From an optimization exercise on the open Yosys and OpenROAD flow, aimed at small area and a short achievable clock period; shortcuts taken in it are not production practice. Only simulation tests tie the RTL to the original design; equivalence was not proved. Power and IR drop assume default switching activity.

==> design/flow/config.mk <==
export PLATFORM = sky130hd
export DESIGN_NAME = float_add
export DESIGN_NICKNAME = float_add
export VERILOG_FILES = /design/flow/design.v
export SDC_FILE = /design/flow/constraint.sdc
export NUM_CORES = 4
export LEC_CHECK = 0
export CAP_MARGIN = 20
export CORE_MARGIN = 2
export CORE_UTILIZATION = 40
export SETUP_SLACK_MARGIN = 3.4
export SLEW_MARGIN = 20
export SYNTH_HIERARCHICAL = 1
==> design/flow/constraint.sdc <==
create_clock -name core_clock -period 6.0 [get_ports {clk}]
set_input_delay 1.2000 -clock core_clock [delete_from_list [all_inputs] [get_ports {clk}]]
set_output_delay 1.2000 -clock core_clock [all_outputs]
set_load 0.01 [all_outputs]
==> design/flow/design.v <==
module float_add_lz(d, z, v);
    input  wire [63:0] d;
    output wire [5:0]  z;
    output wire        v;
    wire [31:0] v1;  wire [31:0]  z1;
    wire [15:0] v2;  wire [31:0]  z2;
    wire [7:0]  v3;  wire [23:0]  z3;
    wire [3:0]  v4;  wire [15:0]  z4;
    wire [1:0]  v5;  wire [9:0]   z5;
    genvar i;
    generate
        for (i = 0; i < 32; i = i + 1) begin : l1
            assign v1[i] = d[2*i+1] | d[2*i];
            assign z1[i] = ~d[2*i+1];
        end
        for (i = 0; i < 16; i = i + 1) begin : l2
            assign v2[i] = v1[2*i+1] | v1[2*i];
            assign z2[2*i+1:2*i] = v1[2*i+1] ? {1'b0, z1[2*i+1]} : {1'b1, z1[2*i]};
        end
        for (i = 0; i < 8; i = i + 1) begin : l3
            assign v3[i] = v2[2*i+1] | v2[2*i];
            assign z3[3*i+2:3*i] = v2[2*i+1] ? {1'b0, z2[4*i+3:4*i+2]} : {1'b1, z2[4*i+1:4*i]};
        end
        for (i = 0; i < 4; i = i + 1) begin : l4
            assign v4[i] = v3[2*i+1] | v3[2*i];
            assign z4[4*i+3:4*i] = v3[2*i+1] ? {1'b0, z3[6*i+5:6*i+3]} : {1'b1, z3[6*i+2:6*i]};
        end
        for (i = 0; i < 2; i = i + 1) begin : l5
            assign v5[i] = v4[2*i+1] | v4[2*i];
            assign z5[5*i+4:5*i] = v4[2*i+1] ? {1'b0, z4[8*i+7:8*i+4]} : {1'b1, z4[8*i+3:8*i]};
        end
    endgenerate
    assign v = v5[1] | v5[0];
    assign z = v5[1] ? {1'b0, z5[9:5]} : {1'b1, z5[4:0]};
endmodule
module float_add(clk, rst, i_cip, i_vstart, i_vector_length, i_sj, i_sk,
                 i_v0, i_v1, i_v2, i_v3, i_v4, i_v5, i_v6, i_v7,
                 o_busy, o_result, err);
    input  wire        clk;
    input  wire        rst;
    input  wire [15:0] i_cip;
    input  wire        i_vstart;
    input  wire [6:0]  i_vector_length;
    input  wire [63:0] i_sj;
    input  wire [63:0] i_sk;
    input  wire [63:0] i_v0;
    input  wire [63:0] i_v1;
    input  wire [63:0] i_v2;
    input  wire [63:0] i_v3;
    input  wire [63:0] i_v4;
    input  wire [63:0] i_v5;
    input  wire [63:0] i_v6;
    input  wire [63:0] i_v7;
    output reg  [63:0] o_result;
    output wire        o_busy;
    output wire        err;
    reg [6:0] reservation_time;
    reg       busy_q;
    reg       sel_s;
    reg [7:0] sel_j, sel_k;
    wire [6:0] rt_next = rst ? 7'h7f :
                         i_vstart ? i_vector_length :
                         (reservation_time != 7'h7f) ? reservation_time - 7'd1 :
                         reservation_time;
    wire       scalar_next = &rt_next;
    wire [7:0] j_dec = 8'd1 << i_cip[5:3];
    wire [7:0] k_dec = 8'd1 << i_cip[2:0];
    always @(posedge clk) begin
        reservation_time <= rt_next;
        busy_q <= ~rt_next[6] | (rt_next[5:0] == 6'd0);
        sel_s  <= scalar_next;
        sel_j  <= scalar_next ? 8'd0 : i_vstart ? j_dec : sel_j;
        sel_k  <= scalar_next ? 8'd0 : i_vstart ? k_dec : sel_k;
    end
    assign o_busy = busy_q;
    wire [48:0] a, b;
    fadd_sel u_sel_a(.s(sel_s), .v(sel_j),
                     .xs({i_sj[63], i_sj[47:0]}), .x0({i_v0[63], i_v0[47:0]}),
                     .x1({i_v1[63], i_v1[47:0]}), .x2({i_v2[63], i_v2[47:0]}),
                     .x3({i_v3[63], i_v3[47:0]}), .x4({i_v4[63], i_v4[47:0]}),
                     .x5({i_v5[63], i_v5[47:0]}), .x6({i_v6[63], i_v6[47:0]}),
                     .x7({i_v7[63], i_v7[47:0]}), .y(a));
    fadd_sel u_sel_b(.s(sel_s), .v(sel_k),
                     .xs({i_sk[63], i_sk[47:0]}), .x0({i_v0[63], i_v0[47:0]}),
                     .x1({i_v1[63], i_v1[47:0]}), .x2({i_v2[63], i_v2[47:0]}),
                     .x3({i_v3[63], i_v3[47:0]}), .x4({i_v4[63], i_v4[47:0]}),
                     .x5({i_v5[63], i_v5[47:0]}), .x6({i_v6[63], i_v6[47:0]}),
                     .x7({i_v7[63], i_v7[47:0]}), .y(b));
    wire [14:0] ea, eb;
    wire        jgt, far_ab, far_ba;
    wire [5:0]  dab, dba;
    fadd_exp u_exp(.s(sel_s), .vj(sel_j), .vk(sel_k),
                   .xj(i_sj[62:48]), .xk(i_sk[62:48]),
                   .x0(i_v0[62:48]), .x1(i_v1[62:48]), .x2(i_v2[62:48]), .x3(i_v3[62:48]),
                   .x4(i_v4[62:48]), .x5(i_v5[62:48]), .x6(i_v6[62:48]), .x7(i_v7[62:48]),
                   .ea(ea), .eb(eb), .jgt(jgt), .far_ab(far_ab), .far_ba(far_ba),
                   .dab(dab), .dba(dba));
    wire        is_add = (i_cip[15:9] == 7'b0110010);
    wire        sub = a[48] ^ b[48] ^ ~is_add;
    reg [47:0] ca1, cb1;
    reg [14:0] ea1, eb1;
    reg [5:0]  dab1, dba1;
    reg        jgt1, sa1, sub1, far_ab1, far_ba1;
    always @(posedge clk) begin
        ca1   <= a[47:0];
        cb1   <= b[47:0] ^ {48{sub}};
        ea1   <= ea;
        eb1   <= eb;
        dab1  <= dab;
        dba1  <= dba;
        jgt1  <= jgt;
        sa1   <= a[48];
        sub1  <= sub;
        far_ab1 <= far_ab;
        far_ba1 <= far_ba;
    end
    assign err = far_ab1 | far_ba1;
    wire [47:0] xa  = jgt1 ? ca1 : cb1;
    wire [47:0] y1  = jgt1 ? cb1 : ca1;
    wire [5:0]  sh1 = jgt1 ? dab1 : dba1;
    wire        fill1 = sub1 & jgt1;
    wire [47:0] t5 = sh1[5] ? {{32{fill1}}, y1[47:32]}  : y1;
    wire [47:0] t4 = sh1[4] ? {{16{fill1}}, t5[47:16]} : t5;
    wire [47:0] t3 = sh1[3] ? {{8{fill1}},  t4[47:8]}  : t4;
    wire [47:0] t2 = sh1[2] ? {{4{fill1}},  t3[47:4]}  : t3;
    wire [47:0] t1 = sh1[1] ? {{2{fill1}},  t2[47:2]}  : t2;
    wire [47:0] yb = sh1[0] ? {fill1,       t1[47:1]}  : t1;
    reg [47:0] x2, y2;
    reg [14:0] e2;
    reg        sa2, sub2;
    always @(posedge clk) begin
        x2   <= xa;
        y2   <= yb;
        e2   <= (jgt1 ? ea1 : eb1) + 15'd1;
        sa2  <= sa1;
        sub2 <= sub1;
    end
    wire [47:0] s2;
    wire        c2;
    fadd_add48 u_add(.x(x2), .y(y2), .s(s2), .co(c2));
    reg [47:0] s3;
    reg        c3, sub3, sa3;
    reg [14:0] e3;
    always @(posedge clk) begin
        s3   <= s2;
        c3   <= c2;
        sub3 <= sub2;
        sa3  <= sa2;
        e3   <= e2;
    end
    wire [47:0] ones;       
    fadd_ones48 u_ones(.d(s3), .o(ones));
    wire [48:0] m3 = {~sub3 & c3, s3 ^ ({48{sub3}} & (ones | {48{~c3}}))};
    reg [48:0] m4;
    reg        sg4;
    reg [14:0] e4;
    always @(posedge clk) begin
        m4  <= m3;
        sg4 <= sa3 ^ (sub3 & ~c3);
        e4  <= e3;
    end
    wire [5:0] lz;
    wire       nz;
    float_add_lz u_lz(.d({m4, 15'h7fff}), .z(lz), .v(nz));
    reg [48:0] m5;
    reg [5:0]  lz5;
    reg        zero5, sg5;
    reg [14:0] e5;
    always @(posedge clk) begin
        m5    <= m4;
        lz5   <= lz;
        zero5 <= ~|m4;
        sg5   <= sg4;
        e5    <= e4;
    end
    wire [48:0] n5 = m5 << lz5;
    always @(posedge clk)
        o_result <= {sg5, zero5 ? 15'd0 : e5 - {9'd0, lz5}, n5[48:1]};
endmodule
module fadd_sel(s, v, xs, x0, x1, x2, x3, x4, x5, x6, x7, y);
    input  wire        s;
    input  wire [7:0]  v;
    input  wire [48:0] xs, x0, x1, x2, x3, x4, x5, x6, x7;
    output wire [48:0] y;
    assign y = ({49{s}}    & xs) |
               ({49{v[0]}} & x0) | ({49{v[1]}} & x1) | ({49{v[2]}} & x2) |
               ({49{v[3]}} & x3) | ({49{v[4]}} & x4) | ({49{v[5]}} & x5) |
               ({49{v[6]}} & x6) | ({49{v[7]}} & x7);
endmodule
module fadd_exp(s, vj, vk, xj, xk, x0, x1, x2, x3, x4, x5, x6, x7,
                ea, eb, jgt, far_ab, far_ba, dab, dba);
    input  wire        s;
    input  wire [7:0]  vj, vk;
    input  wire [14:0] xj, xk, x0, x1, x2, x3, x4, x5, x6, x7;
    output wire [14:0] ea, eb;
    output wire        jgt, far_ab, far_ba;
    output wire [5:0]  dab, dba;
    assign ea = ({15{s}}     & xj) |
                ({15{vj[0]}} & x0) | ({15{vj[1]}} & x1) | ({15{vj[2]}} & x2) |
                ({15{vj[3]}} & x3) | ({15{vj[4]}} & x4) | ({15{vj[5]}} & x5) |
                ({15{vj[6]}} & x6) | ({15{vj[7]}} & x7);
    assign eb = ({15{s}}     & xk) |
                ({15{vk[0]}} & x0) | ({15{vk[1]}} & x1) | ({15{vk[2]}} & x2) |
                ({15{vk[3]}} & x3) | ({15{vk[4]}} & x4) | ({15{vk[5]}} & x5) |
                ({15{vk[6]}} & x6) | ({15{vk[7]}} & x7);
    function carry16;
        input [15:0] x, y;
        reg   [15:0] g, p;
        reg   [7:0]  g1, p1;
        reg   [3:0]  g2, p2;
        reg   [1:0]  g3, p3;
        integer i;
        begin
            g = x & y;
            p = x | y;
            for (i = 0; i < 8; i = i + 1) begin
                g1[i] = g[2*i+1] | (p[2*i+1] & g[2*i]);
                p1[i] = p[2*i+1] & p[2*i];
            end
            for (i = 0; i < 4; i = i + 1) begin
                g2[i] = g1[2*i+1] | (p1[2*i+1] & g1[2*i]);
                p2[i] = p1[2*i+1] & p1[2*i];
            end
            for (i = 0; i < 2; i = i + 1) begin
                g3[i] = g2[2*i+1] | (p2[2*i+1] & g2[2*i]);
                p3[i] = p2[2*i+1] & p2[2*i];
            end
            carry16 = g3[1] | (p3[1] & g3[0]);
        end
    endfunction
    function far_above;
        input [14:0] x, y;
        reg   [15:0] u, v, k, s, c;
        begin
            u = {1'b0, x};
            v = {1'b0, ~y};
            k = 16'd32720;
            s = u ^ v ^ k;
            c = (u & v) | (u & k) | (v & k);
            far_above = carry16(s, {c[14:0], 1'b0});
        end
    endfunction
    assign jgt = carry16({ea, 1'b0}, {~eb, 1'b0});
    assign far_ab = far_above(ea, eb);
    assign far_ba = far_above(eb, ea);
    assign dab = ea[5:0] - eb[5:0];
    assign dba = eb[5:0] - ea[5:0];
endmodule
module fadd_add48(x, y, s, co);
    input  wire [47:0] x, y;
    output wire [47:0] s;
    output wire        co;
    wire [47:0] g [0:6];
    wire [47:0] p [0:6];
    assign g[0] = x & y;
    assign p[0] = x ^ y;
    genvar l, i;
    generate
        for (l = 0; l < 6; l = l + 1) begin : lev
            for (i = 0; i < 48; i = i + 1) begin : bt
                if ((i >> l) & 1) begin : comb
                    localparam integer J = ((i >> l) << l) - 1;
                    assign g[l+1][i] = g[l][i] | (p[l][i] & g[l][J]);
                    assign p[l+1][i] = p[l][i] & p[l][J];
                end else begin : pass
                    assign g[l+1][i] = g[l][i];
                    assign p[l+1][i] = p[l][i];
                end
            end
        end
    endgenerate
    assign s  = p[0] ^ {g[6][46:0], 1'b0};
    assign co = g[6][47];
endmodule
module fadd_ones48(d, o);
    input  wire [47:0] d;
    output wire [47:0] o;
    wire [47:0] t [0:6];
    assign t[0] = d;
    genvar l, i;
    generate
        for (l = 0; l < 6; l = l + 1) begin : lev
            for (i = 0; i < 48; i = i + 1) begin : bt
                if ((i >> l) & 1) begin : comb
                    localparam integer J = ((i >> l) << l) - 1;
                    assign t[l+1][i] = t[l][i] & t[l][J];
                end else begin : pass
                    assign t[l+1][i] = t[l][i];
                end
            end
        end
    endgenerate
    assign o = {t[6][46:0], 1'b1};
endmodule
==> design/flow/flow/run.sh <==
#!/bin/bash
# The standard layout (standard.sh: ORFS from synthesis to the final
# layout) with two changes:
#  - synthesis is the standard flow's own script (synth_recipe.tcl) except that Yosys's
#    abc pass runs delay-targeted ABC scripts from flow/ (see
#    flow/abc_proc.tcl) in place of ORFS's default ABC script, and that
#    ADDER_MAP_FILE is empty, so ORFS does not extract full and half
#    adder cells before abc and abc maps all the logic itself. Neither
#    touches the registers, so they are the standard synthesis's.
#  - the port buffers that ORFS inserts at placement are buf_1 cells.
#    Every input and output port still gets its own buffer.
# ORFS keeps each step's log in orfs/logs; make's output goes to
# standard.log here.
set -euo pipefail
here=$PWD
export BUFFER_PORTS_ARGS="-buffer_cell sky130_fd_sc_hd__buf_1"
export FLOW_ABC_DIR=$here/flow
export ADDER_MAP_FILE=
cat flow/abc_proc.tcl synth_recipe.tcl > flow_synth.tcl
sed "s#SYNTH_SCRIPT=[^ ]*#SYNTH_SCRIPT=$here/flow_synth.tcl#" standard.sh > flow_standard.sh
grep -q "SYNTH_SCRIPT=$here/flow_synth.tcl" flow_standard.sh
bash flow_standard.sh > standard.log 2>&1
==> design/flow/flow/abc_d1200.script <==
strash
dch -f
map -D 1200
topo
stime -c
buffer -c
upsize -c -D 1200
dnsize -c -D 1200
==> design/flow/flow/abc_d400.script <==
strash
dch -f
map -D 400
topo
stime -c
buffer -c
upsize -c -D 400
dnsize -c -D 400
==> design/flow/flow/abc_d500.script <==
strash
dch -f
map -D 500
topo
stime -c
buffer -c
upsize -c -D 500
dnsize -c -D 500
==> design/flow/flow/abc_proc.tcl <==
# abc as the standard flow's synthesis calls it, but with ABC scripts of our own, each
# a delay-targeted mapping (dch + map -D) carrying its own target, so no
# -D: the operand select with 400 ps, the exponent select and compare with 500 ps,
# then everything else with 1200 ps. abc maps only the combinational
# logic; the registers are left as the standard flow's synthesis made them.
proc abc {args} {
  set i [lsearch -exact $args -script]
  if {$i >= 0} { set args [lreplace $args $i [expr {$i + 1}]] }
  set j [lsearch -exact $args -D]
  if {$j >= 0} { set args [lreplace $args $j [expr {$j + 1}]] }
  set d $::env(FLOW_ABC_DIR)
  yosys abc -script $d/abc_d400.script {*}$args fadd_sel
  yosys abc -script $d/abc_d500.script {*}$args fadd_exp
  yosys abc -script $d/abc_d1200.script {*}$args
}
==> design/flow/standard.sh <==
#!/bin/bash
# synth_recipe.tcl (not shown) runs the flow's synth.tcl, then flattens the netlist and writes it again
# the make line also repeats each setting of config.mk as NAME=value (left out here)
make -C /OpenROAD-flow-scripts/flow DESIGN_CONFIG=/design/flow/config.mk WORK_HOME=/design/flow/orfs CLKGATE_MAP_FILE= SYNTH_SCRIPT=/design/flow/synth_recipe.tcl "${@:-finish}"
==> results of run 1 <==
==> cell usage in the layout (no fill, tap or decap), types with 26 or more instances in the layout <==
cell,count
sky130_fd_sc_hd__nand3_1,119
sky130_fd_sc_hd__diode_2,67
sky130_fd_sc_hd__mux2i_1,44
sky130_fd_sc_hd__xnor2_1,66
sky130_fd_sc_hd__a22oi_1,329
sky130_fd_sc_hd__a21oi_1,215
sky130_fd_sc_hd__dfxtp_1,529
sky130_fd_sc_hd__o21ai_1,87
sky130_fd_sc_hd__clkbuf_16,62
sky130_fd_sc_hd__nor2_1,323
sky130_fd_sc_hd__nand4_1,160
sky130_fd_sc_hd__buf_4,46
sky130_fd_sc_hd__xor2_1,71
sky130_fd_sc_hd__o21ai_0,341
sky130_fd_sc_hd__o211ai_1,51
sky130_fd_sc_hd__nand2_1,1079
sky130_fd_sc_hd__a22o_1,101
sky130_fd_sc_hd__o22ai_1,26
sky130_fd_sc_hd__inv_1,211
sky130_fd_sc_hd__buf_1,724
sky130_fd_sc_hd__nor3_1,26
sky130_fd_sc_hd__conb_1,29
==> power breakdown <==
group / leakage, nW / switching (mW) / internal, mW / total [mW]
clock: 0.970 / 1.58 / 2.13 / 3.70
sequential: 4.62 / 1.14 / 5.47 / 6.61
combinational: 10.0 / 8.49 / 4.38 / 12.9
==> worst max-delay path: cells and delay by family, from the launching register on <==
| family | cells | cell delay, ns |
|---|---|---|
| DFF | 1 | 0.47 |
| AOI/OAI and AO/OA | 6 | 1.48 |
| muxes | 1 | 0.18 |
| and+or+nand+nor | 3 | 0.27 |
==> timing repair <==
item                                    CTS  global route
hold buffers                              0             0
endpoints found under the hold margin     0             0
resized for setup                        60            61
cloned                                    7             5
pin swaps                                 3             7
endpoints found under the setup margin  145           107
buffers inserted                          7            22
==> how the worst max path moves through the flow <==
stage / end / slack (ns) / cells past startpoint
finish: y2[14] / 3.43 / 10
global route: s3[31] / 3.35 / 11
CTS: y2[22] / 3.40 / 12
detailed placement: cb1[11] / 2.12 / 6
global placement: cb1[38] / 2.18 / 6
floorplan: cb1[28] / 3.41 / 8
==> sequential cells by signal (all words and copies together), names as in the netlist, 8 cells and up <==
register / flops
e4: 15
e2: 15
e5: 15
m4: 49
ea1: 15
cb1: 48
s3: 48
sel_j: 8
y2: 48
e3: 15
o_result: 64
m5: 49
sel_k: 8
eb1: 15
ca1: 48
x2: 48
==> metal layers <==
metal  share of wire  up-vias  wire [um]  GRT usage
met3            0.11      439      17300      0.101
met5          0.0021        -        333     0.0176
met4           0.074       28      11600      0.232
met1            0.39    16654      61500      0.454
li1                -    17075          -          -
met2            0.42     1900      65800      0.524
==> final cells by class <==
type	instances	area share
Multi-Input combinational cell	3463	0.507
Sequential cell	548	0.285
Timing Repair Buffer	799	0.0931
Clock buffer	80	0.0429
Tap cell	1060	0.0343
Inverter	230	0.0238
Clock inverter	30	0.00885
Antenna cell	67	0.00434
Timing Repair inverter	3	0.000389
==> metrics by stage <==
stage,total power [mW],setup slack (ns),utilization
detailed placement,18.4,2.12,0.442
global route,24.9,3.35,0.479
finish,23.2,3.43,0.479
global placement,18.3,2.18,0.442
CTS,22.6,3.40,0.472
floorplan,14.9,3.41,-
==> flow_summary.yaml, run 1 <==
die:
  initial_core_util: 0.404
  fp.dieArea_um2: 83700
  rows: 104
  die-height_um: 289
  core_area_um2: 80500
  dieWidth_um: 289
  floorplan.io_pins: 732
setup_path:
  cp-end-kind: "flip-flop"
  cp_max_fo: 11
  ff2ff_setup_slack_ns: 3.43
  reg_to_reg_critical_path_endpoint: "y2[14]"
  critPathKind: "flip-flop to flip-flop"
  critical_path.startpoint: "jgt1"
  crit_arrival_ns: 3.06
  critical_path.reg2reg.startpoint: "jgt1"
  max_stage_delay_ns: 0.47
  timing.reg2reg.worst_path_depth: 10
  worstSetupStartpointType: "flip-flop"
  worstPathRequired_ns: 6.49
  worst_path_max_delay_cell: "sky130_fd_sc_hd__dfxtp_4"
  crit_chain: "nor2_4, o21bai_4, a21oi_1, o21ai_1, o21ai_0, nand2_1, o21ai_1, nand2_1, o21ai_0, mux2i_1"
min_path:
  hold_class: "flip-flop to flip-flop"
  hold_critical_path_depth: 0
  hold_path.startpoint: "e4[3]"
  min_to: "e5[3]"
clocking:
  root_buffer: "sky130_fd_sc_hd__clkbuf_16"
  numCtsBuffers: 59
  worst_setup_hold_path_clk_slew_ns: 0.07
  cts.path.max_buffers: 3
  clock_tree.htree_level_count: 2
  clkSinkCount: 548
  clock_latency_ns: 0.65
  tritoncts: "built"
drt:
  total_via_count_in_the_routed_design: 36096
  postRouteWirelength_um: 156000
  firstDrtPassIters: 6
  wl_per_cell_um: 24.9
  via_per_inst: 5.75
  drt_first_iter_violations: 3840
  antenna_violating_nets_post_route: 0
  drc: 0
grt:
  track_usage: 0.357
  first_pass_grt_wire_length_um: 219000
  grt_antenna_before_repair: 88
  first_global_vias: 32789
  total_congestion_overflow: 0
  grt_start_max_net_pins: 97
timing:
  tightest_slew_ns: 0.954
  finalSetupViolations: 0
  slew_violations: 0
  hold_viol: 0
  holdWs_ns: 0.318
  layout_min_cycle_time_ns: 2.57
  final_period_utilization: 0.428
  tns_ns: 0
  timing.max_slew.rel_slack: 0.363
  rsz0062_at_grt: "yes"
  achievable-frequency_mhz: 389
  final.setup_skew_ns: 0.0417
finish:
  filler_cell_count: 8394
  num-nets-final: 5770
  post_layout_nonfiller_instances: 6280
  multiInputGateArea_um2: 19600
  post_route_cells_drive_above_1_share: 0.0819
  final_design_area_no_fill_um2: 38600
  area_delta_synth_final_pct: 18.6
  seqCellArea_um2: 11000
power_and_ir_drop:
  cellLeakagePower_nw: 15.6
  pwr_density_cell_nw_per_um2: 600
  vdd.ir_drop.worst_mv: 0.308
outcome:
  status: "complete, no violations"
place:
  port-buffer-count: 728
  postPlaceCellArea_um2: 35600
  dp_hpwl_um: 121000
  place_inst: 6062
  globalplace.congestion: 1.01
logic_synthesis:
  ys.warnings.count: 10
  post_synth.cell_area_avg_um2: 7.26
  synth.cell_area_um2: 32600
  syn_inst: 4485
run:
  drv.max_cap_violation_count: 0
==> inputs of run 2 (changes only) <==
--- a/design/flow/config.mk
+++ b/design/flow/config.mk
@@ -9,5 +9,7 @@
 export CORE_MARGIN = 2
 export CORE_UTILIZATION = 40
-export SETUP_SLACK_MARGIN = 3.4
+export CTS_CLUSTER_DIAMETER = 80
+export CTS_CLUSTER_SIZE = 30
+export SETUP_SLACK_MARGIN = 3.6
 export SLEW_MARGIN = 20
 export SYNTH_HIERARCHICAL = 1
==> flow_summary.yaml, run 2 <==
clocking:
  root_buffer: "sky130_fd_sc_hd__clkbuf_16"
  clock_tree.htree_level_count: 1
  clock_latency_ns: 0.65
  tritoncts: "built"
  clkSinkCount: 548
  cts.path.max_buffers: 3
  numCtsBuffers: 31
  worst_setup_hold_path_clk_slew_ns: 0.10
finish:
  largest_reg_flops: 64
  post_layout_nonfiller_instances: 6263
  layout.cells.most_common: "sky130_fd_sc_hd__nand2_1"
  seqCellArea_um2: 11000
  registers.top_by_ff_count: "o_result"
  most-common-layout-cells: "sky130_fd_sc_hd__nand2_1 (1071), sky130_fd_sc_hd__buf_1 (711), sky130_fd_sc_hd__dfxtp_1 (528), sky130_fd_sc_hd__a22oi_1 (327), sky130_fd_sc_hd__nor2_1 (306)"
  num-nets-final: 5797
  reg_top3: "o_result: 64 flops, m4: 49 flops, m5: 49 flops"
  filler_cell_count: 8344
  multiInputGateArea_um2: 20300
  post_route_cells_drive_above_1_share: 0.111
  area_delta_synth_final_pct: 20.7
  layout.core_utilization: 0.488
die:
  fp.dieArea_um2: 83700
  initial_core_util: 0.404
  core_area_um2: 80500
  die-height_um: 289
  rows: 104
  dieWidth_um: 289
  floorplan.io_pins: 732
power_and_ir_drop:
  clock_power_share: 0.109
  share_comb_of_total_power: 0.610
  vdd.ir_drop.worst_mv: 0.375
  switching_share: 0.498
  fin_total_pwr_mw: 23.4
  seq_power_share: 0.282
  pwr_density_cell_nw_per_um2: 595
  power.switching_mw: 11.6
  cellLeakagePower_nw: 15.8
  cellInternalPower_mw: 11.7
setup_path:
  critPathKind: "flip-flop to output pin"
  worstPathRequired_ns: 4.80
  worst-path-buf-inv: 1
  worstSetupStartpointType: "flip-flop"
  timing.reg2reg.worst_path_depth: 13
  cp-end-kind: "output pin"
  max_stage_delay_ns: 0.31
  crit_arrival_ns: 1.32
  cp_max_fo: 1
  crit_chain: "or2_4, buf_6"
  worst_path_max_delay_cell: "sky130_fd_sc_hd__dfxtp_1"
  reg_to_reg_critical_path_endpoint: "y2[6]"
  critical_path.reg2reg.startpoint: "jgt1"
  ff2ff_setup_slack_ns: 3.60
  gate_family_responsible_for_the_most_delay_along_the_worst_path: "flip-flops"
min_path:
  min_to: "e3[11]"
  hold_path.startpoint: "e2[11]"
  hold_critical_path_depth: 0
  hold_class: "flip-flop to flip-flop"
timing:
  final_period_utilization: 0.421
  hold_viol: 0
  final.setup_skew_ns: 0.0278
  finalSetupViolations: 0
  holdWs_ns: 0.323
  tightest_slew_ns: 0.985
  slew_violations: 0
  achievable-frequency_mhz: 396
  timing.max_slew.rel_slack: 0.343
  rsz0062_at_grt: "yes"
  layout_min_cycle_time_ns: 2.52
  tns_ns: 0
grt:
  track_usage: 0.345
  grt_start_max_net_pins: 75
  first_global_vias: 32340
  first_pass_grt_wire_length_um: 214000
  grt_antenna_before_repair: 72
  total_congestion_overflow: 0
drt:
  antenna_violating_nets_post_route: 0
  drc: 0
  postRouteWirelength_um: 154000
  total_via_count_in_the_routed_design: 36146
  drt_first_iter_violations: 3956
  firstDrtPassIters: 7
  wl_per_cell_um: 24.6
  via_per_inst: 5.77
outcome:
  status: "complete, no violations"
logic_synthesis:
  post_synth.cell_area_avg_um2: 7.26
  synth.cell_area_um2: 32600
  ys.warnings.count: 10
  syn_inst: 4485
place:
  globalplace.congestion: 1.01
  dp_hpwl_um: 119000
  port-buffer-count: 728
  place_inst: 6060
run:
  drv.max_cap_violation_count: 0
==> run 2: what timing repair did <==
item                                    CTS  global route
hold buffers                              0             0
buffers inserted                         36            41
pin swaps                                16            40
cloned                                   10            11
gates resized for setup                 183           227
endpoints found under the setup margin  207           167
==> run 2: cell type report <==
| type | count | share of cell area |
|---|---|---|
| Clock buffer | 32 | 0.0198 |
| Tap cell | 1060 | 0.0337 |
| Timing Repair inverter | 4 | 0.000668 |
| Inverter | 230 | 0.0235 |
| Antenna cell | 49 | 0.00312 |
| Timing Repair Buffer | 854 | 0.114 |
| Sequential cell | 548 | 0.281 |
| Multi-Input combinational cell | 3462 | 0.516 |
| Clock inverter | 24 | 0.00910 |
==> run 2: routing by layer <==
layer,track usage,wire length (um)
met1,0.440,60800
met4,0.210,10800
met3,0.0940,16600
met2,0.518,65800
met5,0,187
==> run 2: power groups by stage <==
stage / Combinational (mW) / Sequential [mW] / Clock (mW)
after floorplan: 8.65 / 6.30 / 0
after global placement: 11.6 / 6.61 / 0
after detailed placement: 11.7 / 6.63 / 0
after CTS: 12.7 / 6.55 / 2.59
after global routing: 15.6 / 6.76 / 2.72
final: 14.3 / 6.58 / 2.54
==> run 2: per-stage QoR <==
| stage | area (um^2) | setup slack (ns) |
|---|---|---|
| global placement | 35600 | 2.37 |
| finish | 39300 | 3.48 |
| global route | 39300 | 3.43 |
| floorplan | 32700 | 3.42 |
| CTS | 37800 | 3.45 |
| detailed placement | 35600 | 2.36 |
==> run 2: worst max path at each step <==
stage	from	end	slack (ns)	depth (start not counted)
detailed placement	i_vstart	sel_k[7]	2.36	8
global placement	i_vstart	sel_j[4]	2.37	8
floorplan	i_sj[63]	cb1[28]	3.42	8
finish	far_ab1	err	3.48	2
global route	far_ab1	err	3.43	2
CTS	far_ab1	err	3.45	2
==> run 2: worst reg2reg max path: stages (launching register included) <==
cell and delay, ns:
sky130_fd_sc_hd__dfxtp_4 0.41, sky130_fd_sc_hd__buf_8 0.16, sky130_fd_sc_hd__buf_4 0.18, sky130_fd_sc_hd__clkbuf_16 0.20
sky130_fd_sc_hd__nor2_4 0.12, sky130_fd_sc_hd__a21oi_2 0.04, sky130_fd_sc_hd__o211ai_1 0.19, sky130_fd_sc_hd__o21ai_1 0.15
sky130_fd_sc_hd__nand2_1 0.11, sky130_fd_sc_hd__o21ai_2 0.08, sky130_fd_sc_hd__or2_1 0.26, sky130_fd_sc_hd__o21a_1 0.12
sky130_fd_sc_hd__o211ai_1 0.15, sky130_fd_sc_hd__o21ai_1 0.09
==> inputs of run 3 (changes only) <==
--- a/design/flow/config.mk
+++ b/design/flow/config.mk
@@ -11,5 +11,5 @@
 export CTS_CLUSTER_DIAMETER = 80
 export CTS_CLUSTER_SIZE = 30
-export SETUP_SLACK_MARGIN = 3.6
+export SETUP_SLACK_MARGIN = 3.5
 export SLEW_MARGIN = 20
 export SYNTH_HIERARCHICAL = 1
==> flow_summary.yaml, run 3 <==
place:
  globalplace.congestion: 1.02
  detailedPlace.worstSlack_ns: 2.34
  port-buffer-count: 728
  place_inst: 6066
  dp_hpwl_um: 120000
  postPlaceCellArea_um2: 35600
finish:
  layout.core_utilization: 0.475
  reg_top3: "o_result: 64 flops, m4: 49 flops, m5: 49 flops"
  post_route_cells_drive_above_1_share: 0.0856
  area_delta_synth_final_pct: 17.6
  post_layout_nonfiller_instances: 6248
  seqCellArea_um2: 11000
  most-common-layout-cells: "sky130_fd_sc_hd__nand2_1 (1079), sky130_fd_sc_hd__buf_1 (726), sky130_fd_sc_hd__dfxtp_1 (527), sky130_fd_sc_hd__a22oi_1 (328), sky130_fd_sc_hd__nor2_1 (321)"
  registers.top_by_ff_count: "o_result"
  filler_cell_count: 8415
  layout.cells.most_common: "sky130_fd_sc_hd__nand2_1"
  multiInputGateArea_um2: 19800
  num-nets-final: 5761
  final_design_area_no_fill_um2: 38300
  largest_reg_flops: 64
setup_path:
  worst-path-buf-inv: 2
  worst_path_max_delay_cell: "sky130_fd_sc_hd__nor3b_1"
  cp-end-kind: "flip-flop"
  timing.reg2reg.worst_path_depth: 7
  worstPathRequired_ns: 6.49
  cp_num_cells: 6
  crit_chain: "buf_1, nor4_1, nor3b_1, xnor2_2, buf_6, xor2_1"
  worstSetupStartpointType: "input port"
  critPathKind: "input port to flip-flop"
  gate_family_responsible_for_the_most_delay_along_the_worst_path: "simple AND/OR/NAND/NOR gates"
  cp_max_fo: 30
  crit_arrival_ns: 2.98
  max_stage_delay_ns: 0.63
  ff2ff_setup_slack_ns: 3.52
clocking:
  clock_latency_ns: 0.60
  clock_tree.htree_level_count: 2
  root_buffer: "sky130_fd_sc_hd__clkbuf_16"
  tritoncts: "built"
  cts.path.max_buffers: 3
  clkSinkCount: 548
  worst_setup_hold_path_clk_slew_ns: 0.10
  numCtsBuffers: 34
drt:
  via_per_inst: 5.77
  wl_per_cell_um: 24.5
  drc: 0
  firstDrtPassIters: 8
  antenna_violating_nets_post_route: 0
  drt_first_iter_violations: 4303
  postRouteWirelength_um: 153000
  total_via_count_in_the_routed_design: 36068
power_and_ir_drop:
  cellLeakagePower_nw: 15.4
  vdd.ir_drop.worst_mv: 0.298
  pwr_density_cell_nw_per_um2: 586
  fin_total_pwr_mw: 22.5
grt:
  met3_usage_grt: 0.0881
  first_pass_grt_wire_length_um: 213000
  track_usage: 0.347
  grt_antenna_before_repair: 92
  groute.layer.met2.usage: 0.514
  grt_start_max_net_pins: 102
  first_global_vias: 32075
  use_met1: 0.448
  grt_most_used_layer: "met2"
  total_congestion_overflow: 0
min_path:
  hold_class: "flip-flop to flip-flop"
  hold_critical_path_depth: 0
timing:
  final.setup_skew_ns: 0.0444
  tightest_slew_ns: 0.933
  holdWs_ns: 0.331
  slew_violations: 0
  hold_viol: 0
  worst_slack_ns: 3.52
  timing.max_slew.rel_slack: 0.362
  final_period_utilization: 0.414
  tns_ns: 0
  achievable-frequency_mhz: 403
  layout_min_cycle_time_ns: 2.48
  finalSetupViolations: 0
  rsz0062_at_grt: "yes"
logic_synthesis:
  ys.warnings.count: 10
  post_synth.cell_area_avg_um2: 7.26
  synth.cell_area_um2: 32600
  syn_inst: 4485
die:
  rows: 104
  die-height_um: 289
  core_area_um2: 80500
  dieWidth_um: 289
  initial_core_util: 0.404
  floorplan.io_pins: 732
  fp.dieArea_um2: 83700
outcome:
  status: "complete, no violations"
run:
  drv.max_cap_violation_count: 0
==> run 3: layout make-up <==
cell class	instances	share of cell area
flip-flops and latches	548	0.288
clock inverters	20	0.00977
diodes	72	0.00471
clock buffers	37	0.0231
repair buffers	819	0.0999
inverters	230	0.0238
multi-input cells	3461	0.516
well taps	1060	0.0346
repair inverters	1	0.000131
==> run 3: worst reg2reg max path, delay by kind of cell (launching register included) <==
kind	cells	cell delay, ns
buffers and inverters	2	0.71
XOR/XNOR	3	0.66
AO/OA/AOI/OAI	1	0.20
AND/OR/NAND/NOR	1	0.18
flip-flops	1	0.67
==> run 3: power breakdown <==
group	total, mW	internal [mW]	switching (mW)
sequential	6.60	5.46	1.15
combinational	13.1	4.54	8.60
clock	2.70	1.23	1.47
total	22.5	11.2	11.2
==> run 3: what timing repair did <==
item / CTS / global route
hold buffers: 0 / 0
gates resized for setup: 83 / 129
cloned: 7 / 3
buffers inserted: 20 / 23
pin swaps: 10 / 12
endpoints found under the setup margin: 186 / 162
==> run 3: path summary, 6_finish.rpt <==
path                  from      end
setup / recovery  i_cip[9]  cb1[31]
hold reg to reg     e4[10]   e5[10]
hold / removal      e4[10]   e5[10]
setup reg to reg  sel_k[5]  cb1[31]
==> run 3: layer usage <==
| metal | routed length [um] | vias to the layer above |
|---|---|---|
| li1 | - | 17019 |
| met1 | 60800 | 16738 |
| met2 | 65400 | 1887 |
| met3 | 16000 | 400 |
| met4 | 10400 | 24 |
| met5 | 193 | - |
==> inputs of run 4 (changes only) <==
--- a/design/flow/config.mk
+++ b/design/flow/config.mk
@@ -11,4 +11,5 @@
 export CTS_CLUSTER_DIAMETER = 80
 export CTS_CLUSTER_SIZE = 30
+export PLACE_DENSITY = 0.7
 export SETUP_SLACK_MARGIN = 3.5
 export SLEW_MARGIN = 20
==> flow_summary.yaml, run 4 <==
outcome:
  status: "complete, no violations"
finish:
  reg_top3: "o_result: 64 flops, m4: 49 flops, m5: 49 flops"
  registers.top_by_ff_count: "o_result"
  filler_cell_count: 8139
  largest_reg_flops: 64
  multiInputGateArea_um2: 20000
  most-common-layout-cells: "sky130_fd_sc_hd__nand2_1 (1078), sky130_fd_sc_hd__buf_1 (726), sky130_fd_sc_hd__dfxtp_1 (529), sky130_fd_sc_hd__a22oi_1 (328), sky130_fd_sc_hd__nor2_1 (319)"
  seqCellArea_um2: 11000
  final_design_area_no_fill_um2: 38800
  post_route_cells_drive_above_1_share: 0.0953
  layout.cells.most_common: "sky130_fd_sc_hd__nand2_1"
  area_delta_synth_final_pct: 19.3
  num-nets-final: 5785
grt:
  first_pass_grt_wire_length_um: 214000
  first_global_vias: 32643
  grt_antenna_before_repair: 99
  track_usage: 0.349
  grt_start_max_net_pins: 75
  total_congestion_overflow: 0
clocking:
  root_buffer: "sky130_fd_sc_hd__clkbuf_16"
  worst_setup_hold_path_clk_slew_ns: 0.10
  cts.hold.buffers_added: 0
  cts.path.max_buffers: 3
  clkSinkCount: 548
  clock_tree.htree_level_count: 1
  clock_latency_ns: 0.66
  tritoncts: "built"
  numCtsBuffers: 31
setup_path:
  crit_arrival_ns: 1.35
  timing.reg2reg.worst_path_depth: 9
  worstPathRequired_ns: 4.80
  critical_path.startpoint: "far_ba1"
  critical_path.reg2reg.startpoint: "sel_k[0]"
  cp_max_fo: 1
  max_stage_delay_ns: 0.31
  worst-path-buf-inv: 1
  gate_family_responsible_for_the_most_delay_along_the_worst_path: "flip-flops"
  critPathKind: "flip-flop to output pin"
  worst_path_max_delay_cell: "sky130_fd_sc_hd__dfxtp_1"
  cp_num_cells: 2
  worstSetupStartpointType: "flip-flop"
  cp-end-kind: "output pin"
  crit_chain: "or2_4, buf_6"
timing:
  tns_ns: 0
  hold_viol: 0
  holdWs_ns: 0.324
  achievable-frequency_mhz: 392
  slew_violations: 0
  worst_slack_ns: 3.45
  final.setup_skew_ns: 0.0447
  final_period_utilization: 0.425
  layout_min_cycle_time_ns: 2.55
  rsz0062_at_grt: "yes"
  tightest_slew_ns: 0.896
  finalSetupViolations: 0
  timing.max_slew.rel_slack: 0.402
drt:
  via_per_inst: 5.88
  drc: 0
  total_via_count_in_the_routed_design: 36974
  postRouteWirelength_um: 156000
  drt_first_iter_violations: 4150
  antenna_violating_nets_post_route: 0
  wl_per_cell_um: 24.8
  firstDrtPassIters: 10
power_and_ir_drop:
  power.switching_mw: 11.5
  pwr_density_cell_nw_per_um2: 596
  vdd.ir_drop.worst_mv: 0.392
  clock_power_share: 0.111
  seq_power_share: 0.283
  fin_total_pwr_mw: 23.2
  switching_share: 0.497
  share_comb_of_total_power: 0.606
  cellInternalPower_mw: 11.7
  cellLeakagePower_nw: 15.6
min_path:
  hold_critical_path_depth: 0
  hold_path.startpoint: "e2[11]"
  hold_class: "flip-flop to flip-flop"
run:
  drv.max_cap_violation_count: 0
die:
  floorplan.io_pins: 732
  die-height_um: 289
  rows: 104
  initial_core_util: 0.404
  dieWidth_um: 289
  core_area_um2: 80500
  fp.dieArea_um2: 83700
place:
  port-buffer-count: 728
  postPlaceCellArea_um2: 35600
  dp_hpwl_um: 119000
  globalplace.congestion: 1.03
  detailedPlace.worstSlack_ns: 2.28
logic_synthesis:
  post_synth.cell_area_avg_um2: 7.26
  synth.cell_area_um2: 32600
  syn_inst: 4485
  ys.warnings.count: 10
run 4: per-layer routing:
| metal | global-route usage | up-vias | share of wire |
|---|---|---|---|
| met5 | 0.00455 | - | 0.0017 |
| met4 | 0.231 | 30 | 0.076 |
| met3 | 0.104 | 499 | 0.12 |
| met2 | 0.513 | 2287 | 0.42 |
| met1 | 0.440 | 17050 | 0.38 |
| li1 | - | 17108 | - |
run 4: layout make-up:
class | count | share of cell area
antenna | 83 | 0.00535
clock buffer | 33 | 0.0207
clock inverter | 23 | 0.00989
inverter | 230 | 0.0244
multi-input combinational | 3463 | 0.514
sequential | 548 | 0.284
tap | 1060 | 0.0341
timing repair buffer | 842 | 0.107
timing repair inverter | 3 | 0.000548
run 4: power by group through the flow:
stage	Sequential (mW)	Clock, mW	Combinational, mW
3_5_place_dp	6.61	0	11.6
4_1_cts	6.51	2.62	12.3
5_1_grt	6.72	2.75	15.3
3_3_place_gp	6.57	0	11.5
6_report	6.56	2.58	14.0
2_1_floorplan	6.30	0	8.64
run 4: stage by stage:
step	instances	util
global route	6257	0.481
CTS	6145	0.464
finish	6285	0.482
detailed placement	6061	0.442
floorplan	4512	-
global placement	6061	0.442
run 4: path summary, 6_finish.rpt:
kind | end | slack [ns]
max reg2reg | far_ba1 | 3.45
min | e3[11] | 0.32
min reg2reg | e3[11] | 0.32
max | err | 3.45
run 4: what timing repair did:
| item | 4_1_cts | 5_1_grt |
|---|---|---|
| setup endpoints to repair | 178 | 160 |
| pin swaps | 5 | 32 |
| resized for setup | 91 | 202 |
| buffers inserted | 22 | 42 |
| cloned | 6 | 15 |
==> inputs of run 5 (changes only) <==
--- a/design/flow/config.mk
+++ b/design/flow/config.mk
@@ -11,6 +11,6 @@
 export CTS_CLUSTER_DIAMETER = 80
 export CTS_CLUSTER_SIZE = 30
-export PLACE_DENSITY = 0.7
 export SETUP_SLACK_MARGIN = 3.5
 export SLEW_MARGIN = 20
 export SYNTH_HIERARCHICAL = 1
+export TNS_END_PERCENT = 30
==> flow_summary.yaml, run 5 <==
outcome:
  status: "complete, no violations"
clocking:
  tritoncts: "built"
  clock_latency_ns: 0.65
  worst_setup_hold_path_clk_slew_ns: 0.11
  cts.path.max_buffers: 3
  clock_tree.htree_level_count: 1
  numCtsBuffers: 30
  clkSinkCount: 548
  root_buffer: "sky130_fd_sc_hd__clkbuf_16"
drt:
  postRouteWirelength_um: 155000
  drt_first_iter_violations: 3704
  via_per_inst: 5.78
  total_via_count_in_the_routed_design: 35965
  drc: 0
  firstDrtPassIters: 7
  wl_per_cell_um: 24.9
  antenna_violating_nets_post_route: 0
grt:
  first_global_vias: 32189
  first_pass_grt_wire_length_um: 216000
  grt_antenna_before_repair: 79
  grt_start_max_net_pins: 67
  total_congestion_overflow: 0
  track_usage: 0.351
setup_path:
  critPathKind: "flip-flop to output pin"
  worstPathRequired_ns: 4.80
  worstSetupStartpointType: "flip-flop"
  cp-end-kind: "output pin"
  crit_arrival_ns: 1.36
  ff2ff_setup_slack_ns: 3.46
  cp_max_fo: 1
die:
  die-height_um: 289
  rows: 104
  floorplan.io_pins: 732
  dieWidth_um: 289
  initial_core_util: 0.404
  fp.dieArea_um2: 83700
  core_area_um2: 80500
place:
  dp_hpwl_um: 122000
  place_inst: 6070
  detailedPlace.worstSlack_ns: 2.29
  port-buffer-count: 728
  globalplace.congestion: 1.02
finish:
  most-common-layout-cells: "sky130_fd_sc_hd__nand2_1 (1079), sky130_fd_sc_hd__buf_1 (726), sky130_fd_sc_hd__dfxtp_1 (528), sky130_fd_sc_hd__o21ai_0 (335), sky130_fd_sc_hd__a22oi_1 (329)"
  num-nets-final: 5742
  largest_reg_flops: 64
  post_layout_nonfiller_instances: 6218
  layout.core_utilization: 0.468
  area_delta_synth_final_pct: 15.8
  registers.top_by_ff_count: "o_result"
  filler_cell_count: 8422
  multiInputGateArea_um2: 19500
  reg_top3: "o_result: 64 flops, m4: 49 flops, m5: 49 flops"
  layout.cells.most_common: "sky130_fd_sc_hd__nand2_1"
  post_route_cells_drive_above_1_share: 0.0736
  seqCellArea_um2: 11000
timing:
  timing.max_slew.rel_slack: 0.205
  final.setup_skew_ns: 0.0385
  tightest_slew_ns: 1.16
  hold_viol: 0
  slew_violations: 0
  tns_ns: 0
  finalSetupViolations: 0
  achievable-frequency_mhz: 390
  final_period_utilization: 0.427
  rsz0062_at_grt: "yes"
  worst_slack_ns: 3.44
  holdWs_ns: 0.326
  layout_min_cycle_time_ns: 2.56
power_and_ir_drop:
  cellLeakagePower_nw: 15.2
  pwr_density_cell_nw_per_um2: 578
  vdd.ir_drop.worst_mv: 0.333
logic_synthesis:
  syn_inst: 4485
  ys.warnings.count: 10
  post_synth.cell_area_avg_um2: 7.26
  synth.cell_area_um2: 32600
run:
  drv.max_cap_violation_count: 0
min_path:
  hold_class: "flip-flop to flip-flop"
[run 5: area by class of cell]
| class | instances | share of cell area |
|---|---|---|
| Antenna cell | 62 | 0.00411 |
| Clock buffer | 32 | 0.0201 |
| Clock inverter | 20 | 0.00869 |
| Inverter | 230 | 0.0237 |
| Multi-Input combinational cell | 3459 | 0.518 |
| Sequential cell | 548 | 0.292 |
| Tap cell | 1060 | 0.0352 |
| Timing Repair Buffer | 805 | 0.0972 |
| Timing Repair inverter | 2 | 0.000332 |
[run 5: final timing paths]
kind | cells after the start | start | to
worst max register to register | 12 | jgt1 | y2[24]
worst min-delay path | 0 | e4[9] | e5[9]
worst min register to register | 0 | e4[9] | e5[9]
worst max-delay path | 2 | far_ba1 | err
[run 5: per-stage QoR]
step,total power [mW],area (um^2)
2_1_floorplan,14.9,32700
3_3_place_gp,18.4,35600
3_5_place_dp,18.5,35600
4_1_cts,21.3,37200
5_1_grt,23.4,37700
6_report,21.8,37700
[run 5: worst max-delay path, stage by stage, from the launching register on]
cell and delay, ns:
sky130_fd_sc_hd__dfxtp_1 0.31, sky130_fd_sc_hd__or2_4 0.26, sky130_fd_sc_hd__buf_4 0.16
[run 5: where the power goes]
group | total [mW] | switching, mW | internal, mW
Combinational | 12.8 | 8.49 | 4.30
Clock | 2.44 | 1.42 | 1.02
Sequential | 6.56 | 1.11 | 5.45
Total | 21.8 | 11.0 | 10.8
[run 5: per-layer routing]
metal	up-vias	routed length, um	GRT usage
met2	1939	64700	0.513
met1	16605	61400	0.455
met5	-	258	0.0102
met3	437	16900	0.0891
li1	16960	-	-
met4	24	11400	0.229
[run 5: timing repair]
action,in CTS,in global routing
setup endpoints to repair,167,160
hold buffers,0,0
resized for setup,60,70
pin swaps,3,1
gates cloned,4,2
buffers inserted,18,10
==> inputs of run 6 (changes only) <==
--- a/design/flow/config.mk
+++ b/design/flow/config.mk
@@ -8,5 +8,5 @@
 export CAP_MARGIN = 20
 export CORE_MARGIN = 2
-export CORE_UTILIZATION = 40
+export CORE_UTILIZATION = 50
 export CTS_CLUSTER_DIAMETER = 80
 export CTS_CLUSTER_SIZE = 30
@@ -14,3 +14,2 @@
 export SLEW_MARGIN = 20
 export SYNTH_HIERARCHICAL = 1
-export TNS_END_PERCENT = 30
==> flow_summary.yaml, run 6 <==
die:
  initial_core_util: 0.505
  floorplan.io_pins: 732
  core_area_um2: 64500
  dieWidth_um: 259
  die-height_um: 259
  fp.dieArea_um2: 67200
  rows: 93
setup_path:
  worstPathRequired_ns: 6.57
  ff2ff_setup_slack_ns: 3.36
  critPathMostFrequentCell: "sky130_fd_sc_hd__o21ai_1"
  cp-end-kind: "flip-flop"
  timing.reg2reg.worst_path_depth: 12
  worstSetupStartpointType: "flip-flop"
  cp_max_fo: 8
  max_stage_delay_ns: 0.55
  crit_chain: "clkinv_8, buf_16, o21bai_4, clkbuf_16, o211ai_1, o21ai_1, o21ai_1, mux2i_2, o21ai_1, mux2i_1, nand2_1, o21ai_1"
  reg_to_reg_critical_path_endpoint: "y2[7]"
  critPathKind: "flip-flop to flip-flop"
  crit_arrival_ns: 3.21
  critical_path.reg2reg.startpoint: "jgt1"
  worst_path_max_delay_cell: "sky130_fd_sc_hd__dfxtp_4"
clocking:
  numCtsBuffers: 31
  clock_tree.htree_level_count: 1
  root_buffer: "sky130_fd_sc_hd__clkbuf_16"
  cts.path.max_buffers: 3
  tritoncts: "built"
  worst_setup_hold_path_clk_slew_ns: 0.10
  cts.hold.buffers_added: 0
  clock_latency_ns: 0.66
  clkSinkCount: 548
finish:
  filler_cell_count: 6237
  reg_top3: "o_result: 64 flops, m4: 49 flops, m5: 49 flops"
  largest_reg_flops: 64
  post_route_cells_drive_above_1_share: 0.102
  area_delta_synth_final_pct: 19.2
  num-nets-final: 5819
  registers.top_by_ff_count: "o_result"
  layout.core_utilization: 0.602
  layout.cells.most_common: "sky130_fd_sc_hd__nand2_1"
  most-common-layout-cells: "sky130_fd_sc_hd__nand2_1 (1073), sky130_fd_sc_hd__buf_1 (725), sky130_fd_sc_hd__dfxtp_1 (526), sky130_fd_sc_hd__a22oi_1 (325), sky130_fd_sc_hd__nor2_1 (315)"
drt:
  postRouteWirelength_um: 165000
  firstDrtPassIters: 9
  antenna_violating_nets_post_route: 0
  via_per_inst: 6.22
  drc: 0
  wl_per_cell_um: 27.0
  drt_first_iter_violations: 5424
  total_via_count_in_the_routed_design: 37973
logic_synthesis:
  synth.cell_area_um2: 32600
  syn_inst: 4485
  post_synth.cell_area_avg_um2: 7.26
  ys.warnings.count: 10
grt:
  grt_antenna_before_repair: 112
  met3_usage_grt: 0.215
  use_met1: 0.564
  grt_most_used_layer: "met2"
  groute.layer.met2.usage: 0.649
  total_congestion_overflow: 0
  grt_start_max_net_pins: 68
  first_pass_grt_wire_length_um: 223000
  first_global_vias: 32169
  track_usage: 0.457
timing:
  final.setup_skew_ns: 0.0422
  layout_min_cycle_time_ns: 2.64
  slew_violations: 0
  timing.max_slew.rel_slack: 0.430
  final_period_utilization: 0.441
  achievable-frequency_mhz: 378
  rsz0062_at_grt: "yes"
  tns_ns: 0
  hold_viol: 0
  tightest_slew_ns: 0.855
  finalSetupViolations: 0
run:
  drv.max_cap_violation_count: 0
place:
  port-buffer-count: 728
  dp_hpwl_um: 126000
  globalplace.congestion: 1.10
min_path:
  hold_path.startpoint: "e3[6]"
  hold_class: "flip-flop to flip-flop"
  hold_critical_path_depth: 0
  min_to: "e4[6]"
outcome:
  status: "complete, no violations"
power_and_ir_drop:
  pwr_density_cell_nw_per_um2: 611
  cellLeakagePower_nw: 15.7
  vdd.ir_drop.worst_mv: 0.305
[run 6: per-stage QoR]
stage	total power, mW	setup WS [ns]	instances	instance area [um^2]	hold WS (ns)
6_report	23.7	3.36	6108	38800	0.323
5_1_grt	25.0	3.35	6081	38800	0.320
4_1_cts	21.8	3.44	5962	37300	0.320
3_5_place_dp	18.6	2.22	5867	35400	0.312
3_3_place_gp	18.4	2.27	5867	35400	0.310
2_1_floorplan	14.9	3.42	4512	32700	0.310
[run 6: power by group]
| group | switching [mW] | internal (mW) | total [mW] |
|---|---|---|---|
| registers | 1.20 | 5.46 | 6.66 |
| logic | 9.49 | 5.09 | 14.6 |
| clock network | 1.43 | 1.04 | 2.47 |
[run 6: critical path: cells and delay by family, from the launching register on]
family / cells / cell delay [ns]
flip-flops: 1 / 0.55
AND/OR/NAND/NOR: 1 / 0.08
multiplexers: 2 / 0.48
AO/OA/AOI/OAI: 6 / 0.87
buffers and inverters: 3 / 0.56
[run 6: how the worst max path moves through the flow]
stage                        start        to  slack [ns]  cells past startpoint
after floorplan           i_sj[63]   cb1[28]        3.42                      8
after global placement    i_vstart  sel_j[1]        2.27                      8
after detailed placement  i_vstart  sel_j[1]        2.22                      8
after CTS                  far_ab1       err        3.44                      2
after global routing          jgt1     y2[8]        3.35                     12
final                         jgt1     y2[7]        3.36                     12
[run 6: per-layer routing]
layer  vias to the layer above  part of all wire
met2                      2661              0.40
met5                         -            0.0023
li1                      17184                 -
met1                     17463              0.37
met4                        50             0.070
met3                       615              0.16
[run 6: cell type report]
type | count | area (um^2) | area share
Multi-Input combinational cell | 3463 | 19900 | 0.514
Sequential cell | 548 | 11000 | 0.284
Timing Repair Buffer | 874 | 4540 | 0.117
Tap cell | 855 | 1070 | 0.0276
Inverter | 230 | 928 | 0.0239
Clock buffer | 31 | 776 | 0.0200
Clock inverter | 21 | 300 | 0.00773
Antenna cell | 81 | 203 | 0.00522
Timing Repair inverter | 5 | 31.3 | 0.000806
[run 6: what timing repair did]
item / in CTS / in global routing
gates resized for setup: 94 / 211
gates cloned: 11 / 13
buffers inserted: 32 / 52
endpoints found under the setup margin: 201 / 148
pin swaps: 10 / 37
==> inputs of run 7 (changes only) <==
--- a/design/flow/config.mk
+++ b/design/flow/config.mk
@@ -8,7 +8,7 @@
 export CAP_MARGIN = 20
 export CORE_MARGIN = 2
-export CORE_UTILIZATION = 50
-export CTS_CLUSTER_DIAMETER = 80
-export CTS_CLUSTER_SIZE = 30
+export CORE_UTILIZATION = 40
+export CTS_CLUSTER_DIAMETER = 70
+export CTS_CLUSTER_SIZE = 25
 export SETUP_SLACK_MARGIN = 3.5
 export SLEW_MARGIN = 20
==> flow_summary.yaml, run 7 <==
grt:
  track_usage: 0.347
  grt_antenna_before_repair: 98
  first_global_vias: 32176
  first_pass_grt_wire_length_um: 214000
  total_congestion_overflow: 0
  grt_start_max_net_pins: 102
logic_synthesis:
  synth.cell_area_um2: 32600
  ys.warnings.count: 10
  syn_inst: 4485
  post_synth.cell_area_avg_um2: 7.26
finish:
  filler_cell_count: 8432
  layout.cells.most_common: "sky130_fd_sc_hd__nand2_1"
  post_route_cells_drive_above_1_share: 0.0882
  largest_reg_flops: 64
  registers.top_by_ff_count: "o_result"
  most-common-layout-cells: "sky130_fd_sc_hd__nand2_1 (1079), sky130_fd_sc_hd__buf_1 (726), sky130_fd_sc_hd__dfxtp_1 (527), sky130_fd_sc_hd__a22oi_1 (328), sky130_fd_sc_hd__nor2_1 (319)"
  final_design_area_no_fill_um2: 38600
  reg_top3: "o_result: 64 flops, m4: 49 flops, m5: 49 flops"
  num-nets-final: 5776
  area_delta_synth_final_pct: 18.4
min_path:
  hold_critical_path_depth: 0
  min_to: "e5[13]"
  hold_class: "flip-flop to flip-flop"
  hold_path.startpoint: "e4[13]"
setup_path:
  worst-path-buf-inv: 3
  ff2ff_setup_slack_ns: 3.49
  reg_to_reg_critical_path_endpoint: "y2[33]"
  crit_chain: "buf_4, buf_16, nand2_8, nor2_8, inv_4, o21ai_0, a21oi_2, nand2_1, nand2_1, nor2_1, a31oi_1, nand2_1, o21ai_0, o21ai_0"
  crit_arrival_ns: 2.96
  critical_path.startpoint: "jgt1"
  max_stage_delay_ns: 0.42
  worstSetupStartpointType: "flip-flop"
  worstPathRequired_ns: 6.45
  timing.reg2reg.worst_path_depth: 14
  worst_path_max_delay_cell: "sky130_fd_sc_hd__dfxtp_4"
  gate_family_responsible_for_the_most_delay_along_the_worst_path: "compound AO/OA/AOI/OAI gates"
  cp-end-kind: "flip-flop"
  cp_max_fo: 15
  critical_path.reg2reg.startpoint: "jgt1"
  critPathKind: "flip-flop to flip-flop"
die:
  dieWidth_um: 289
  core_area_um2: 80500
  floorplan.io_pins: 732
  rows: 104
  initial_core_util: 0.404
  die-height_um: 289
  fp.dieArea_um2: 83700
power_and_ir_drop:
  vdd.ir_drop.worst_mv: 0.271
  pwr_density_cell_nw_per_um2: 591
  cellLeakagePower_nw: 15.5
run:
  drv.max_cap_violation_count: 0
timing:
  final_period_utilization: 0.418
  achievable-frequency_mhz: 399
  timing.max_slew.rel_slack: 0.352
  finalSetupViolations: 0
  tns_ns: 0
  final.setup_skew_ns: 0.0366
  tightest_slew_ns: 0.947
  rsz0062_at_grt: "yes"
  slew_violations: 0
  hold_viol: 0
  layout_min_cycle_time_ns: 2.51
place:
  dp_hpwl_um: 120000
  globalplace.congestion: 1.02
  postPlaceCellArea_um2: 35600
  port-buffer-count: 728
clocking:
  root_buffer: "sky130_fd_sc_hd__clkbuf_16"
  clock_tree.htree_level_count: 2
  worst_setup_hold_path_clk_slew_ns: 0.09
  clkSinkCount: 548
  numCtsBuffers: 40
  cts.path.max_buffers: 3
  clock_latency_ns: 0.61
  cts.hold.buffers_added: 0
  tritoncts: "built"
drt:
  via_per_inst: 5.77
  antenna_violating_nets_post_route: 0
  firstDrtPassIters: 8
  total_via_count_in_the_routed_design: 36186
  drc: 0
  wl_per_cell_um: 24.4
  drt_first_iter_violations: 4168
  postRouteWirelength_um: 153000
outcome:
  status: "complete, no violations"
## run 7: where the power goes
part	switching (mW)	total [mW]	internal [mW]	leakage, nW
registers	1.15	6.61	5.46	4.62
clock network	1.52	2.96	1.44	0.688
logic	8.60	13.2	4.62	10.2
total	11.3	22.8	11.5	15.5
## run 7: what timing repair did
action,CTS,global route
cloned,8,2
resized for setup,90,123
buffers inserted,20,32
endpoints found under the setup margin,186,158
pin swaps,9,8
## run 7: worst max path at each step
stage | endpoint | slack [ns] | cells after the start
2_1_floorplan | cb1[28] | 3.42 | 8
3_3_place_gp | sel_k[6] | 2.36 | 8
3_5_place_dp | sel_j[5] | 2.34 | 8
4_1_cts | far_ba1 | 3.43 | 11
5_1_grt | y2[33] | 3.40 | 14
6_report | y2[33] | 3.49 | 14
## run 7: metal layers
layer,share of wire,up-vias,global-route usage
met2,0.43,1960,0.510
met4,0.071,28,0.232
li1,-,17081,-
met3,0.11,437,0.103
met5,0.0018,-,0.00852
met1,0.39,16680,0.439
## run 7: cell type report
| type | count | area (um^2) | share of cell area |
|---|---|---|---|
| Timing Repair inverter | 1 | 5.00 | 0.000130 |
| Inverter | 230 | 912 | 0.0236 |
| Clock buffer | 41 | 1030 | 0.0266 |
| Tap cell | 1060 | 1330 | 0.0344 |
| Sequential cell | 548 | 11000 | 0.286 |
| Antenna cell | 81 | 203 | 0.00525 |
| Clock inverter | 26 | 394 | 0.0102 |
| Multi-Input combinational cell | 3461 | 19800 | 0.512 |
| Timing Repair Buffer | 828 | 3930 | 0.102 |
## run 7: metrics by stage
stage | util | hold WS, ns | setup WS (ns) | cells | power [mW]
6_report | 0.479 | 0.320 | 3.49 | 6276 | 22.8
4_1_cts | 0.468 | 0.323 | 3.43 | 6161 | 22.0
2_1_floorplan | - | 0.310 | 3.42 | 4512 | 14.9
5_1_grt | 0.478 | 0.326 | 3.40 | 6251 | 24.5
3_5_place_dp | 0.442 | 0.312 | 2.34 | 6066 | 18.4
3_3_place_gp | 0.442 | 0.312 | 2.36 | 6065 | 18.3
==> inputs of run 8 (changes only) <==
==> design/flow/flow/abc_d800.script (new file) <==
strash
dch -f
map -D 800
topo
stime -c
buffer -c
upsize -c -D 800
dnsize -c -D 800
--- a/design/flow/flow/abc_proc.tcl
+++ b/design/flow/flow/abc_proc.tcl
@@ -11,5 +11,5 @@
   set d $::env(FLOW_ABC_DIR)
   yosys abc -script $d/abc_d400.script {*}$args fadd_sel
-  yosys abc -script $d/abc_d500.script {*}$args fadd_exp
+  yosys abc -script $d/abc_d800.script {*}$args fadd_exp
   yosys abc -script $d/abc_d1200.script {*}$args
 }
--- a/design/flow/config.mk
+++ b/design/flow/config.mk
@@ -9,6 +9,6 @@
 export CORE_MARGIN = 2
 export CORE_UTILIZATION = 40
-export CTS_CLUSTER_DIAMETER = 70
-export CTS_CLUSTER_SIZE = 25
+export CTS_CLUSTER_DIAMETER = 80
+export CTS_CLUSTER_SIZE = 30
 export SETUP_SLACK_MARGIN = 3.5
 export SLEW_MARGIN = 20
==> flow_summary.yaml, run 8 <==
power_and_ir_drop:
  vdd.ir_drop.worst_mv: 0.298
  cellLeakagePower_nw: 15.4
  pwr_density_cell_nw_per_um2: 586
place:
  postPlaceCellArea_um2: 35600
  place_inst: 6066
  dp_hpwl_um: 120000
  port-buffer-count: 728
  globalplace.congestion: 1.02
logic_synthesis:
  post_synth.cell_area_avg_um2: 7.26
  ys.warnings.count: 10
  syn_inst: 4485
  synth.cell_area_um2: 32600
finish:
  largest_reg_flops: 64
  reg_top3: "o_result: 64 flops, m4: 49 flops, m5: 49 flops"
  area_delta_synth_final_pct: 17.6
  registers.top_by_ff_count: "o_result"
  post_layout_nonfiller_instances: 6248
  post_route_cells_drive_above_1_share: 0.0856
  layout.cells.most_common: "sky130_fd_sc_hd__nand2_1"
  filler_cell_count: 8415
  multiInputGateArea_um2: 19800
  most-common-layout-cells: "sky130_fd_sc_hd__nand2_1 (1079), sky130_fd_sc_hd__buf_1 (726), sky130_fd_sc_hd__dfxtp_1 (527), sky130_fd_sc_hd__a22oi_1 (328), sky130_fd_sc_hd__nor2_1 (321)"
  final_design_area_no_fill_um2: 38300
  seqCellArea_um2: 11000
  num-nets-final: 5761
die:
  die-height_um: 289
  initial_core_util: 0.404
  dieWidth_um: 289
  fp.dieArea_um2: 83700
  floorplan.io_pins: 732
  rows: 104
  core_area_um2: 80500
clocking:
  tritoncts: "built"
  clock_latency_ns: 0.60
  cts.path.max_buffers: 3
  root_buffer: "sky130_fd_sc_hd__clkbuf_16"
  clkSinkCount: 548
  worst_setup_hold_path_clk_slew_ns: 0.10
  numCtsBuffers: 34
  clock_tree.htree_level_count: 2
grt:
  grt_start_max_net_pins: 102
  first_pass_grt_wire_length_um: 213000
  total_congestion_overflow: 0
  first_global_vias: 32075
  grt_antenna_before_repair: 92
  track_usage: 0.347
timing:
  layout_min_cycle_time_ns: 2.48
  finalSetupViolations: 0
  final.setup_skew_ns: 0.0444
  rsz0062_at_grt: "yes"
  holdWs_ns: 0.331
  final_period_utilization: 0.414
  slew_violations: 0
  tightest_slew_ns: 0.933
  tns_ns: 0
  achievable-frequency_mhz: 403
  timing.max_slew.rel_slack: 0.362
  hold_viol: 0
setup_path:
  cp_max_fo: 30
  crit_chain: "buf_1, nor4_1, nor3b_1, xnor2_2, buf_6, xor2_1"
  worst_path_max_delay_cell: "sky130_fd_sc_hd__nor3b_1"
  crit_arrival_ns: 2.98
  critPathKind: "input port to flip-flop"
  ff2ff_setup_slack_ns: 3.52
  cp-end-kind: "flip-flop"
  max_stage_delay_ns: 0.63
  worstPathRequired_ns: 6.49
  worstSetupStartpointType: "input port"
drt:
  via_per_inst: 5.77
  wl_per_cell_um: 24.5
  firstDrtPassIters: 8
  drt_first_iter_violations: 4303
  total_via_count_in_the_routed_design: 36068
  drc: 0
  antenna_violating_nets_post_route: 0
  postRouteWirelength_um: 153000
run:
  drv.max_cap_violation_count: 0
min_path:
  hold_class: "flip-flop to flip-flop"
outcome:
  status: "complete, no violations"
-- run 8: cell type report --
| class | count | share of cell area |
|---|---|---|
| flip-flops and latches | 548 | 0.288 |
| clock buffers | 37 | 0.0231 |
| multi-input cells | 3461 | 0.516 |
| repair buffers | 819 | 0.0999 |
| repair inverters | 1 | 0.000131 |
| diodes | 72 | 0.00471 |
| well taps | 1060 | 0.0346 |
| clock inverters | 20 | 0.00977 |
| inverters | 230 | 0.0238 |
-- run 8: final timing paths --
check,cells past startpoint,to,start
max,6,cb1[31],i_cip[9]
min,0,e5[10],e4[10]
max reg2reg,7,cb1[31],sel_k[5]
min reg2reg,0,e5[10],e4[10]
-- run 8: metrics by stage --
stage	util	setup slack [ns]	total power, mW
3_3_place_gp	0.442	2.36	18.3
2_1_floorplan	-	3.42	14.9
5_1_grt	0.475	3.44	24.1
4_1_cts	0.465	3.46	21.7
3_5_place_dp	0.442	2.34	18.4
6_report	0.475	3.52	22.5
-- run 8: worst max-delay path, delay by kind of cell --
family	cells	cell delay, ns
buffers and inverters	2	0.43
XOR/XNOR	2	0.43
AND/OR/NAND/NOR	2	0.88
-- run 8: per-layer routing --
metal	share of wire	GRT usage	up-vias	routed length, um
li1	-	-	17019	-
met1	0.40	0.448	16738	60800
met2	0.43	0.514	1887	65400
met3	0.10	0.0881	400	16000
met4	0.068	0.220	24	10400
met5	0.0013	0.00511	-	193
-- run 8: what timing repair did --
item	4_1_cts	5_1_grt
gates resized for setup	83	129
setup buffers	20	23
endpoints found under the setup margin	186	162
pin swaps	10	12
hold buffers	0	0
gates cloned	7	3
-- run 8: where the power goes --
part | switching, mW | leakage (nW) | internal [mW]
clock | 1.47 | 0.589 | 1.23
sequential | 1.15 | 4.62 | 5.46
combinational | 8.60 | 10.2 | 4.54

==> afterwards: timing with drivers on the ports <==
No port has a modelled driver above. Below, the same layouts with a new extraction and two added sets of constraints. Step 1 assumes that a clkbuf_16 drives the clock port and a buf_2 every other input. Step 2 adds t to the input delays and takes it off the output delays; t is the mean of the earliest and latest rising clock arrival at the registers after step 1. Input paths then give back, and output paths get back, about the clock's delay inside the block. Slacks: ideal ports / drivers / drivers and shift; pairs: ideal ports / drivers.
run | shift t [ns] | setup WS [ns] | latest minus earliest clock arrival (ns) | worst register clock-pin slew, ns | worst data-port slew with drivers (ns)
run 1 | 0.708 | 3.429 / 3.364 / 2.819 | 0.042 / 0.041 | 0.07 / 0.07 | 0.25
run 2 | 0.711 | 3.475 / 3.398 / 2.892 | 0.034 / 0.034 | 0.11 / 0.11 | 0.29
run 3 | 0.653 | 3.517 / 3.470 / 2.914 | 0.046 / 0.045 | 0.11 / 0.11 | 0.28
run 4 | 0.711 | 3.450 / 3.374 / 2.740 | 0.056 / 0.056 | 0.11 / 0.11 | 0.32
run 5 | 0.706 | 3.439 / 3.362 / 2.871 | 0.039 / 0.039 | 0.12 / 0.12 | 0.29
run 6 | 0.709 | 3.357 / 3.357 / 2.865 | 0.049 / 0.048 | 0.11 / 0.11 | 0.32
run 7 | 0.665 | 3.494 / 3.433 / 2.943 | 0.046 / 0.045 | 0.10 / 0.10 | 0.28
run 8 | 0.653 | 3.517 / 3.470 / 2.914 | 0.046 / 0.045 | 0.11 / 0.11 | 0.28
After both steps setup and hold are still met in every run listed. The setup slack of run 4, which loses most, moves by -0.076 ns with the drivers and by -0.710 ns with both steps.
